Context: an optimization exercise on an open-source flow, tuned for small area, a short achievable clock period and few clock cycles per item. The choices shown serve that exercise and are no tape-out recipe. In this exercise RTL edits were held to simulation tests only and were not proved equivalent to the original.

Setup of before:
==> flow/design.v <==
module axi_lite_dut (
  input logic         clk,
  input logic         reset_n,
  input logic [31:0]  awaddr,
  input logic         awvalid,
  output logic        awready,
  input logic [31:0]  wdata,
  input logic         wvalid,
  output logic        wready,
  output logic        bvalid,
  input logic         bready,
  input logic [31:0]  araddr,
  input logic         arvalid,
  output logic        arready,
  output logic [31:0] rdata,
  output logic        rvalid,
  input logic         rready
);
  logic [7:0]  wb_a;
  logic [31:0] wb_d;
  logic        wb_av, wb_dv;
  logic [3:0]  bcnt;             
  logic        aw_in, w_in, commit, complete, b_take;
  logic        av_n, dv_n;
  logic [3:0]  bcnt_n;
  assign aw_in    = awvalid && awready;
  assign w_in     = wvalid && wready;
  assign commit   = wb_av && wb_dv;
  assign av_n     = aw_in || (wb_av && !commit);
  assign dv_n     = w_in  || (wb_dv && !commit);
  assign complete = av_n && dv_n;
  assign b_take   = bvalid && bready;
  assign bcnt_n   = bcnt + {3'b0, complete} - {3'b0, b_take};
  always_ff @(posedge clk or negedge reset_n) begin
    if (!reset_n) begin
      wb_av   <= 1'b0;
      wb_dv   <= 1'b0;
      bcnt    <= 4'd0;
      bvalid  <= 1'b0;
      awready <= 1'b0;
      wready  <= 1'b0;
    end else begin
      wb_av   <= av_n;
      wb_dv   <= dv_n;
      bcnt    <= bcnt_n;
      bvalid  <= bcnt_n != 4'd0;
      awready <= !(av_n && !dv_n) && bcnt_n < 4'd8;
      wready  <= !(dv_n && !av_n) && bcnt_n < 4'd8;
    end
  end
  logic [7:0]  a_n;
  logic [15:0] wh, wl;           
  assign a_n = aw_in ? awaddr[7:0] : wb_a;
  always_ff @(posedge clk) begin
    if (aw_in) wb_a <= awaddr[7:0];
    if (w_in)  wb_d <= wdata;
    for (int i = 0; i < 16; i++) begin
      wh[i] <= complete && a_n[7:4] == i[3:0];
      wl[i] <= a_n[3:0] == i[3:0];
    end
  end
  logic r_free;
  assign r_free  = !rvalid || rready;
  assign arready = r_free;
  always_ff @(posedge clk or negedge reset_n) begin
    if (!reset_n)
      rvalid <= 1'b0;
    else if (r_free)
      rvalid <= arvalid;
  end
  logic [15:0]  rh_n;            
  logic [255:0] we, nwe;         
  always_comb begin
    for (int i = 0; i < 16; i++)
      rh_n[i] = araddr[7:4] != i[3:0];
  end
  logic [255:0][31:0] mem;       
  logic [255:0][31:0] mem_n;     
  logic [15:0][31:0]  cand_n;    
  for (genvar h = 0; h < 16; h++) begin : g_grp
    for (genvar l = 0; l < 16; l++) begin : g_w
      localparam int W = 16 * h + l;
      dut_and2  u_we  (.a(wh[h]), .b(wl[l]), .y(we[W]));
      dut_nand2 u_nwe (.a(wh[h]), .b(wl[l]), .y(nwe[W]));
      dut_ao22  u_n   (.a({32{we[W]}}), .b(wb_d), .c({32{nwe[W]}}), .d(mem[W]), .y(mem_n[W]));
    end
    logic [1:0][31:0] o8;        
    logic [15:0]      rl;        
    dut_dec4  u_rl (.a(araddr[3:0]), .y(rl));
    dut_or8   u_r0 (.s(rl[7:0]),  .q(mem[16*h +: 8]),     .y(o8[0]));
    dut_or8   u_r1 (.s(rl[15:8]), .q(mem[16*h + 8 +: 8]), .y(o8[1]));
    dut_nor2w u_r2 (.a(o8[0]), .b(o8[1]), .y(cand_n[h]));
  end
  always_ff @(posedge clk)
    mem <= mem_n;
  logic [7:0][31:0] m1;          
  logic [3:0][31:0] m2;          
  logic [1:0][31:0] m3;          
  logic [31:0]      rword_n;     
  logic [31:0]      rnext;
  for (genvar i = 0; i < 8; i++) begin : g_m1
    dut_oai22 u (.a({32{rh_n[2*i]}}), .b(cand_n[2*i]), .c({32{rh_n[2*i+1]}}), .d(cand_n[2*i+1]), .y(m1[i]));
  end
  for (genvar i = 0; i < 4; i++) begin : g_m2
    dut_nor2w u (.a(m1[2*i]), .b(m1[2*i+1]), .y(m2[i]));
  end
  for (genvar i = 0; i < 2; i++) begin : g_m3
    dut_nand2w u (.a(m2[2*i]), .b(m2[2*i+1]), .y(m3[i]));
  end
  dut_nor2w u_m4 (.a(m3[0]), .b(m3[1]), .y(rword_n));
  dut_load u_ld (.s({32{r_free}}), .wn(rword_n), .q(rdata), .y(rnext));
  always_ff @(posedge clk)
    rdata <= rnext;
endmodule
module dut_and2 (input logic a, b, output logic y);
  assign y = a & b;
endmodule
module dut_nand2 (input logic a, b, output logic y);
  assign y = ~(a & b);
endmodule
module dut_nor2w (input logic [31:0] a, b, output logic [31:0] y);
  assign y = ~(a | b);
endmodule
module dut_nand2w (input logic [31:0] a, b, output logic [31:0] y);
  assign y = ~(a & b);
endmodule
module dut_ao22 (input logic [31:0] a, b, c, d, output logic [31:0] y);
  assign y = (a & b) | (c & d);
endmodule
module dut_oai22 (input logic [31:0] a, b, c, d, output logic [31:0] y);
  assign y = ~((a | b) & (c | d));
endmodule
module dut_dec4 (input logic [3:0] a, output logic [15:0] y);
  always_comb
    for (int i = 0; i < 16; i++) y[i] = a == i[3:0];
endmodule
module dut_or8 (input logic [7:0] s, input logic [7:0][31:0] q, output logic [31:0] y);
  logic [3:0][31:0] p;
  for (genvar i = 0; i < 4; i++) begin : g_p
    assign p[i] = ~(({32{s[2*i]}} & q[2*i]) | ({32{s[2*i+1]}} & q[2*i+1]));
  end
  assign y = ~(p[0] & p[1] & p[2] & p[3]);
endmodule
module dut_load (input logic [31:0] s, wn, q, output logic [31:0] y);
  assign y = (s & ~wn) | (~s & q);
endmodule
Settings: LEC_CHECK=0, CAP_MARGIN=55, CORE_MARGIN=2, CORE_UTILIZATION=64, CTS_CLUSTER_DIAMETER=80, CTS_CLUSTER_SIZE=25, PLACE_DENSITY=0.74, SETUP_SLACK_MARGIN=2.0, SLEW_MARGIN=50, SYNTH_HIERARCHICAL=1, SYNTH_MEMORY_MAX_BITS=8192, TNS_END_PERCENT=10; clock period 4.5 ns.
run.sh (not shown) runs the stock make flow with config.mk's settings and CLKGATE_MAP_FILE= SYNTH_SCRIPT=/design/flow/synth_recipe.tcl, a recipe that flattens the netlist after the stock synthesis.
Testbench counts of before, summed over its fixed seeds: cycles 14,228, items 16,000.
Inputs modified between before and after:
--- a/flow/design.v
+++ b/flow/design.v
@@ -85,9 +85,14 @@
       dut_ao22  u_n   (.a({32{we[W]}}), .b(wb_d), .c({32{nwe[W]}}), .d(mem[W]), .y(mem_n[W]));
     end
     logic [1:0][31:0] o8;        
     logic [15:0]      rl;        
-    dut_dec4  u_rl (.a(araddr[3:0]), .y(rl));
+    logic [3:0]       pl, ph;    
+    dut_dec2  u_pl (.a(araddr[1:0]), .y(pl));
+    dut_dec2  u_ph (.a(araddr[3:2]), .y(ph));
+    for (genvar l = 0; l < 16; l++) begin : g_rl
+      dut_and2 u (.a(ph[l / 4]), .b(pl[l % 4]), .y(rl[l]));
+    end
     dut_or8   u_r0 (.s(rl[7:0]),  .q(mem[16*h +: 8]),     .y(o8[0]));
     dut_or8   u_r1 (.s(rl[15:8]), .q(mem[16*h + 8 +: 8]), .y(o8[1]));
     dut_nor2w u_r2 (.a(o8[0]), .b(o8[1]), .y(cand_n[h]));
   end
@@ -129,11 +134,11 @@
 endmodule
 module dut_oai22 (input logic [31:0] a, b, c, d, output logic [31:0] y);
   assign y = ~((a | b) & (c | d));
 endmodule
-module dut_dec4 (input logic [3:0] a, output logic [15:0] y);
+module dut_dec2 (input logic [1:0] a, output logic [3:0] y);
   always_comb
-    for (int i = 0; i < 16; i++) y[i] = a == i[3:0];
+    for (int i = 0; i < 4; i++) y[i] = a == i[1:0];
 endmodule
 module dut_or8 (input logic [7:0] s, input logic [7:0][31:0] q, output logic [31:0] y);
   logic [3:0][31:0] p;
   for (genvar i = 0; i < 4; i++) begin : g_p
### Flow results
Diff before -> after | wire length of the first global-routing pass | down slightly
after: data arrival time of the critical path is 40 ps higher than what before reported.
Going from before to after, number of signal-net buffers in the layout shows a reduction of 13%; via count of the first global-routing pass held; post-route fraction of the period consumed by the critical path moved up; placed cell count decreased by 0.56% relative to the old numbers.
Across both runs, final critical delay including setup and external delays was higher for after than for before.
For the die area, after came in 0.67% lower than before did.
Compared with before, initial antenna violation count in after increased by more than 10%.
Testbench counts of after, summed over its fixed seeds: cycles 14,228, items 16,000.

## what the ideal ports hide
The results above use ideal ports. As a check the final layouts listed here were re-extracted and re-timed, cells and wires unchanged. Step 1 sets driving cells, clkbuf_16 on the clock port and buf_2 on the other inputs (assumed; they add their load-dependent delay and slew). Step 2, shift: input delay + t, output delay - t, t = (earliest + latest rising clock arrival at the registers) / 2. This alone moves slack from input paths to output paths. Slacks: ideal / step 1 / step 2; pairs: ideal / step 1.
run	t, ns	setup WS [ns]	worst setup path at the end	latest minus earliest clock arrival (ns)	worst data-port slew with drivers (ns)
before	1.190	1.478 / 1.249 / 0.060	input to register	0.061 / 0.061	0.49
after	1.190	1.445 / 1.202 / 0.012	input to register	0.060 / 0.061	0.46
After both steps setup and hold are still met in every run listed. For after, which loses most, drivers alone change the setup slack by -0.243 ns; drivers and shift together by -1.433 ns.
